This design comes from an exercise in tuning for small area, a short achievable clock period and few clock cycles per item on the open sky130 flow, not from production work.
The RTL was checked by simulation tests, not by an equivalence proof against the original design.

==> inputs of sierra <==
==> flow/design.v <==
`default_nettype none
`timescale 1 ns / 1 ps
module udp_ipv4_tx (
    input  wire             ap_clk,
    input  wire             ap_rst_n,
    input  wire  [31:0]     my_ip_addr,
    input  wire   [7:0]     ip_protocol,
    input  wire             s_axis_tx_meta_tvalid,
    output wire             s_axis_tx_meta_tready,
    input  wire [255:0]     s_axis_tx_meta_tdata,
    input  wire             s_axis_tx_data_tvalid,
    output wire             s_axis_tx_data_tready,
    input  wire  [63:0]     s_axis_tx_data_tdata,
    input  wire   [7:0]     s_axis_tx_data_tkeep,
    input  wire             s_axis_tx_data_tlast,
    output wire             m_axis_tx_data_tvalid,
    input  wire             m_axis_tx_data_tready,
    output wire   [63:0]    m_axis_tx_data_tdata,
    output wire    [7:0]    m_axis_tx_data_tkeep,
    output wire             m_axis_tx_data_tlast,
    output reg    [31:0]    datagrams_transmitted
);
reg st_h0, st_h1, st_h2, st_h3, st_dat, st_prv, st_ext;
reg  [31:0] prev_data;    
reg   [3:1] prev_keep;    
reg         len_zero;     
reg  [15:2] len_r;        
reg         meta_seen;    
wire [31:0] m_dst_ip   = s_axis_tx_meta_tdata[31:0];
wire [15:0] m_dst_port = s_axis_tx_meta_tdata[47:32];
wire [15:0] m_src_port = s_axis_tx_meta_tdata[95:80];
wire [15:0] m_len      = s_axis_tx_meta_tdata[111:96];
wire [15:0] tot_len    = {len_r, m_len[1:0]};
wire [15:0] udp_len    = {len_r, m_len[1:0]};
wire in_v    = s_axis_tx_data_tvalid;
wire in_last = s_axis_tx_data_tlast;
wire in_k4   = s_axis_tx_data_tkeep[4];
wire rdy     = m_axis_tx_data_tready;
assign m_axis_tx_data_tvalid = (st_h0 & s_axis_tx_meta_tvalid & meta_seen) | st_h1 | st_h2 |
                               (st_h3 & len_zero) | st_ext | (st_dat & in_v);
wire out_hs  = m_axis_tx_data_tvalid & rdy;
wire data_hs = st_dat & in_v & rdy;
assign s_axis_tx_data_tready = st_dat & rdy;
assign s_axis_tx_meta_tready = st_h3 & rdy & (len_zero | in_v);
assign m_axis_tx_data_tlast = st_ext | (st_h3 & len_zero) | (st_dat & in_last & ~in_k4);
assign m_axis_tx_data_tkeep[0]   = 1'b1;
assign m_axis_tx_data_tkeep[3:1] = st_ext ? prev_keep : 3'b111;
assign m_axis_tx_data_tkeep[7:4] = (st_h0 | st_h1 | st_h2) ? 4'hF :
                                   st_dat ? s_axis_tx_data_tkeep[3:0] : 4'h0;
assign m_axis_tx_data_tdata[31:0] =
      ({32{st_h0}} & {tot_len[7:0], tot_len[15:8], 8'h00, 8'h45})
    | ({32{st_h1}} & {16'h0000, ip_protocol, 8'h40})
    | ({32{st_h2}} & {m_dst_ip[7:0], m_dst_ip[15:8], m_dst_ip[23:16], m_dst_ip[31:24]})
    | ({32{st_h3}} & {16'h0000, udp_len[7:0], udp_len[15:8]})
    | ({32{st_prv}} & prev_data);
assign m_axis_tx_data_tdata[63:32] =
      ({32{st_h1}} & my_ip_addr)
    | ({32{st_h2}} & {m_dst_port[7:0], m_dst_port[15:8], m_src_port[7:0], m_src_port[15:8]})
    | ({32{st_dat}} & s_axis_tx_data_tdata[31:0]);
always @(posedge ap_clk) begin
    if (!ap_rst_n) begin
        st_h0  <= 1'b1;
        st_h1  <= 1'b0;
        st_h2  <= 1'b0;
        st_h3  <= 1'b0;
        st_dat <= 1'b0;
        st_prv <= 1'b0;
        st_ext <= 1'b0;
    end else if (out_hs) begin
        st_h0  <= m_axis_tx_data_tlast;
        st_h1  <= st_h0;
        st_h2  <= st_h1;
        st_h3  <= st_h2;
        st_dat <= (st_h2 & ~len_zero) | (st_dat & ~in_last);
        st_prv <= st_dat & (~in_last | in_k4);
        st_ext <= st_dat & in_last & in_k4;
    end
end
always @(posedge ap_clk) begin
    if (data_hs) begin
        prev_data <= s_axis_tx_data_tdata[63:32];
        prev_keep <= s_axis_tx_data_tkeep[7:5];
    end
end
always @(posedge ap_clk) begin
    len_zero  <= (m_len == 16'd0);
    len_r     <= {m_len[15:5] ^ len_inc, len_lo[2:0]};
    meta_seen <= ap_rst_n & s_axis_tx_meta_tvalid & ~s_axis_tx_meta_tready;
end
genvar i;
wire        len_u = st_h2 | st_h3;
wire  [3:0] len_lo = {1'b0, m_len[4:2]} + {1'b0, ~len_u, 1'b1, ~len_u};
wire [10:0] len_ones;      
assign len_ones[0] = 1'b1;
for (i = 1; i < 11; i = i + 1) begin : g_len
    assign len_ones[i] = len_ones[i-1] & m_len[4+i];
end
wire [10:0] len_inc = {11{len_lo[3]}} & len_ones;
wire [31:0] cnt_ones;
assign cnt_ones[0] = 1'b1;
for (i = 1; i < 32; i = i + 1) begin : g_cnt
    assign cnt_ones[i] = cnt_ones[i-1] & datagrams_transmitted[i-1];
end
always @(posedge ap_clk) begin
    if (!ap_rst_n)
        datagrams_transmitted <= 32'd0;
    else
        datagrams_transmitted <= datagrams_transmitted ^
                                 ({32{out_hs & m_axis_tx_data_tlast}} & cnt_ones);
end
endmodule
==> flow/flow/run.sh <==
#!/bin/bash
# Standard ORFS layout (the standard.sh, unchanged synthesis), with the
# port buffers made from the smallest buffer instead of the default choice
# and the pins allowed on every routing track, so a smaller die fits them.
set -euo pipefail
export BUFFER_PORTS_ARGS="-buffer_cell sky130_fd_sc_hd__buf_1"
export PLACE_PINS_ARGS="-min_distance 1 -min_distance_in_tracks"
bash standard.sh synth > synth.log 2>&1
bash standard.sh finish > layout.log 2>&1
==> flow/standard.sh <==
#!/bin/bash
# synth_recipe.tcl (not shown) runs the flow's synth.tcl, then flattens the netlist and writes it again
# the make line also repeats each setting of config.mk as NAME=value (left out here)
make -C /OpenROAD-flow-scripts/flow DESIGN_CONFIG=/design/flow/config.mk WORK_HOME=/design/flow/orfs CLKGATE_MAP_FILE= SYNTH_SCRIPT=/design/flow/synth_recipe.tcl "${@:-finish}"
==> flow/config.mk <==
export PLATFORM = sky130hd
export DESIGN_NAME = udp_ipv4_tx
export DESIGN_NICKNAME = udp_ipv4_tx
export VERILOG_FILES = /design/flow/design.v
export SDC_FILE = /design/flow/constraint.sdc
export NUM_CORES = 4
export LEC_CHECK = 0
export CAP_MARGIN = 20
export CORE_AREA = 2.5 2.5 97.5 97.5
export DIE_AREA = 0 0 100 100
export PLACE_DENSITY = 0.7
export SETUP_SLACK_MARGIN = 2.3
export SLEW_MARGIN = 20
==> flow/constraint.sdc <==
create_clock -name core_clock -period 5.0 [get_ports {ap_clk}]
set_input_delay 1.0000 -clock core_clock [delete_from_list [all_inputs] [get_ports {ap_clk}]]
set_output_delay 1.0000 -clock core_clock [all_outputs]
set_load 0.01 [all_outputs]
==> inputs of lagoon, as changes to sierra <==
==> flow/design.v (replaced) <==
`default_nettype none
`timescale 1 ns / 1 ps
module udp_ipv4_tx (
    input  wire             ap_clk,
    input  wire             ap_rst_n,
    input  wire  [31:0]     my_ip_addr,
    input  wire   [7:0]     ip_protocol,
    input  wire             s_axis_tx_meta_tvalid,
    output wire             s_axis_tx_meta_tready,
    input  wire [255:0]     s_axis_tx_meta_tdata,
    input  wire             s_axis_tx_data_tvalid,
    output wire             s_axis_tx_data_tready,
    input  wire  [63:0]     s_axis_tx_data_tdata,
    input  wire   [7:0]     s_axis_tx_data_tkeep,
    input  wire             s_axis_tx_data_tlast,
    output wire             m_axis_tx_data_tvalid,
    input  wire             m_axis_tx_data_tready,
    output wire   [63:0]    m_axis_tx_data_tdata,
    output wire    [7:0]    m_axis_tx_data_tkeep,
    output wire             m_axis_tx_data_tlast,
    output reg    [31:0]    datagrams_transmitted
);
reg st_h0, st_h1, st_h2, st_h3, st_pay, st_ext;
reg  [31:0] prev_data;    
reg   [3:1] prev_keep;    
reg         len_zero;     
reg  [15:0] udp_len;      
wire [31:0] m_dst_ip   = s_axis_tx_meta_tdata[31:0];
wire [15:0] m_dst_port = s_axis_tx_meta_tdata[47:32];
wire [15:0] m_src_port = s_axis_tx_meta_tdata[95:80];
wire [15:0] m_len      = s_axis_tx_meta_tdata[111:96];
wire [15:0] tot_len    = m_len + 16'd28;
wire in_v    = s_axis_tx_data_tvalid;
wire in_last = s_axis_tx_data_tlast;
wire in_k4   = s_axis_tx_data_tkeep[4];
wire rdy     = m_axis_tx_data_tready;
wire data_beat = (st_h3 & ~len_zero) | st_pay;
assign m_axis_tx_data_tvalid = (st_h0 & s_axis_tx_meta_tvalid) | st_h1 | st_h2 |
                               (st_h3 & len_zero) | st_ext | (data_beat & in_v);
wire out_hs  = m_axis_tx_data_tvalid & rdy;
wire data_hs = data_beat & in_v & rdy;
assign s_axis_tx_data_tready = data_beat & rdy;
assign s_axis_tx_meta_tready = st_h3 & rdy & (len_zero | in_v);
assign m_axis_tx_data_tlast = st_ext | (st_h3 & len_zero) | (data_beat & in_last & ~in_k4);
assign m_axis_tx_data_tkeep[0]   = 1'b1;
assign m_axis_tx_data_tkeep[3:1] = st_ext ? prev_keep : 3'b111;
assign m_axis_tx_data_tkeep[7:4] = (st_h0 | st_h1 | st_h2) ? 4'hF :
                                   data_beat ? s_axis_tx_data_tkeep[3:0] : 4'h0;
assign m_axis_tx_data_tdata[31:0] =
      ({32{st_h0}} & {tot_len[7:0], tot_len[15:8], 8'h00, 8'h45})
    | ({32{st_h1}} & {16'h0000, ip_protocol, 8'h40})
    | ({32{st_h2}} & {m_dst_ip[7:0], m_dst_ip[15:8], m_dst_ip[23:16], m_dst_ip[31:24]})
    | ({32{st_h3}} & {16'h0000, udp_len[7:0], udp_len[15:8]})
    | ({32{st_pay | st_ext}} & prev_data);
assign m_axis_tx_data_tdata[63:32] =
      ({32{st_h1}} & my_ip_addr)
    | ({32{st_h2}} & {m_dst_port[7:0], m_dst_port[15:8], m_src_port[7:0], m_src_port[15:8]})
    | ({32{data_beat}} & s_axis_tx_data_tdata[31:0]);
wire last_hs = out_hs & m_axis_tx_data_tlast;
always @(posedge ap_clk) begin
    if (!ap_rst_n) begin
        st_h0  <= 1'b1;
        st_h1  <= 1'b0;
        st_h2  <= 1'b0;
        st_h3  <= 1'b0;
        st_pay <= 1'b0;
        st_ext <= 1'b0;
    end else if (out_hs) begin
        st_h0  <= m_axis_tx_data_tlast;
        st_h1  <= st_h0;
        st_h2  <= st_h1;
        st_h3  <= st_h2;
        st_pay <= data_beat & ~in_last;
        st_ext <= data_beat & in_last & in_k4;
    end
end
always @(posedge ap_clk) begin
    if (data_hs) begin
        prev_data <= s_axis_tx_data_tdata[63:32];
        prev_keep <= s_axis_tx_data_tkeep[7:5];
    end
end
always @(posedge ap_clk) begin
    len_zero <= (m_len == 16'd0);
    udp_len  <= m_len + 16'd8;
end
always @(posedge ap_clk) begin
    if (!ap_rst_n)
        datagrams_transmitted <= 32'd0;
    else if (last_hs)
        datagrams_transmitted <= datagrams_transmitted + 32'd1;
end
endmodule
==> flow/run.sh (new file) <==
#!/bin/bash
# synth_recipe.tcl (not shown) runs the flow's synth.tcl, then flattens the netlist and writes it again
# the make line also repeats each setting of config.mk as NAME=value (left out here)
make -C /OpenROAD-flow-scripts/flow DESIGN_CONFIG=/design/flow/config.mk WORK_HOME=/design/flow/orfs CLKGATE_MAP_FILE= SYNTH_SCRIPT=/design/flow/synth_recipe.tcl finish
==> flow/config.mk (replaced) <==
export PLATFORM = sky130hd
export DESIGN_NAME = udp_ipv4_tx
export DESIGN_NICKNAME = udp_ipv4_tx
export VERILOG_FILES = /design/flow/design.v
export SDC_FILE = /design/flow/constraint.sdc
export NUM_CORES = 4
export LEC_CHECK = 0
export CAP_MARGIN = 20
export CORE_MARGIN = 2
export CORE_UTILIZATION = 40
export PLACE_DENSITY = 0.6
export SLEW_MARGIN = 20
removed: flow/flow/run.sh
removed: flow/standard.sh
==> qor summary <==
Run status: sierra no timing/DRC/antenna violations; lagoon stopped before the end
Failing step: sierra -; lagoon 3_2_place_iop
Share of synthesized area spent on multiplexers: sierra 0.004375; lagoon 0.008355
Die X-Extent: sierra 100 µm; lagoon 113.5 µm
Post-synth design cell area: sierra 4576 µm²; lagoon 4792 µm²
Row count: sierra 34; lagoon 39
Nets in the synthesized netlist: sierra 865; lagoon 897
Count of distinct cell types in the synthesized netlist: sierra 48; lagoon 51
Cells after synthesis: sierra 486; lagoon 517
Die height: sierra 100 µm; lagoon 113.5 µm
Area fraction in and, or, nand and nor cells after synthesis: sierra 0.1602; lagoon 0.1919
XOR/XNOR share of the synthesized area: sierra 0.04403; lagoon 0.08407
Arithmetic-cell share of the synthesized area counting full adders, half adders and majority gates: sierra 0.01367; lagoon 0.01567
Top cell type's share of synthesized area: sierra 0.2406; lagoon 0.2298
Testbench counts of sierra, summed over its fixed seeds: cycles 93,634, packets 4,800.
Testbench counts of lagoon, summed over its fixed seeds: cycles 92,912, packets 4,800.

==> port drivers added, routing unchanged <==
How much do the figures lean on ideal ports? The routed layout below was timed once more, with nothing changed but the port constraints. Step 1 (the two cells are an assumption about what drives the block):
set clk [get_ports {ap_clk}]
set_driving_cell -lib_cell sky130_fd_sc_hd__clkbuf_16 $clk
set_driving_cell -lib_cell sky130_fd_sc_hd__buf_2 [delete_from_list [all_inputs] $clk]
Step 2 adds t to the input delays and takes it off the output delays; t is the mean of the earliest and latest rising clock arrival at the registers after step 1. Input paths then give back, and output paths get back, about the clock's delay inside the block. Slacks: ideal / step 1 / step 2; pairs: ideal / step 1.
run: sierra
t, ns: 0.381
slack for setup (ns): 2.268 / 2.225 / 2.120
worst hold slack (ns): 0.499 / 0.499 / 0.499
slew at the worst register clock pin (ns): 0.09 / 0.09
worst slew at a driven data input, ns: 0.06
After both steps setup and hold are still met in sierra. For sierra, drivers alone change the setup slack by -0.043 ns; drivers and shift together by -0.148 ns.
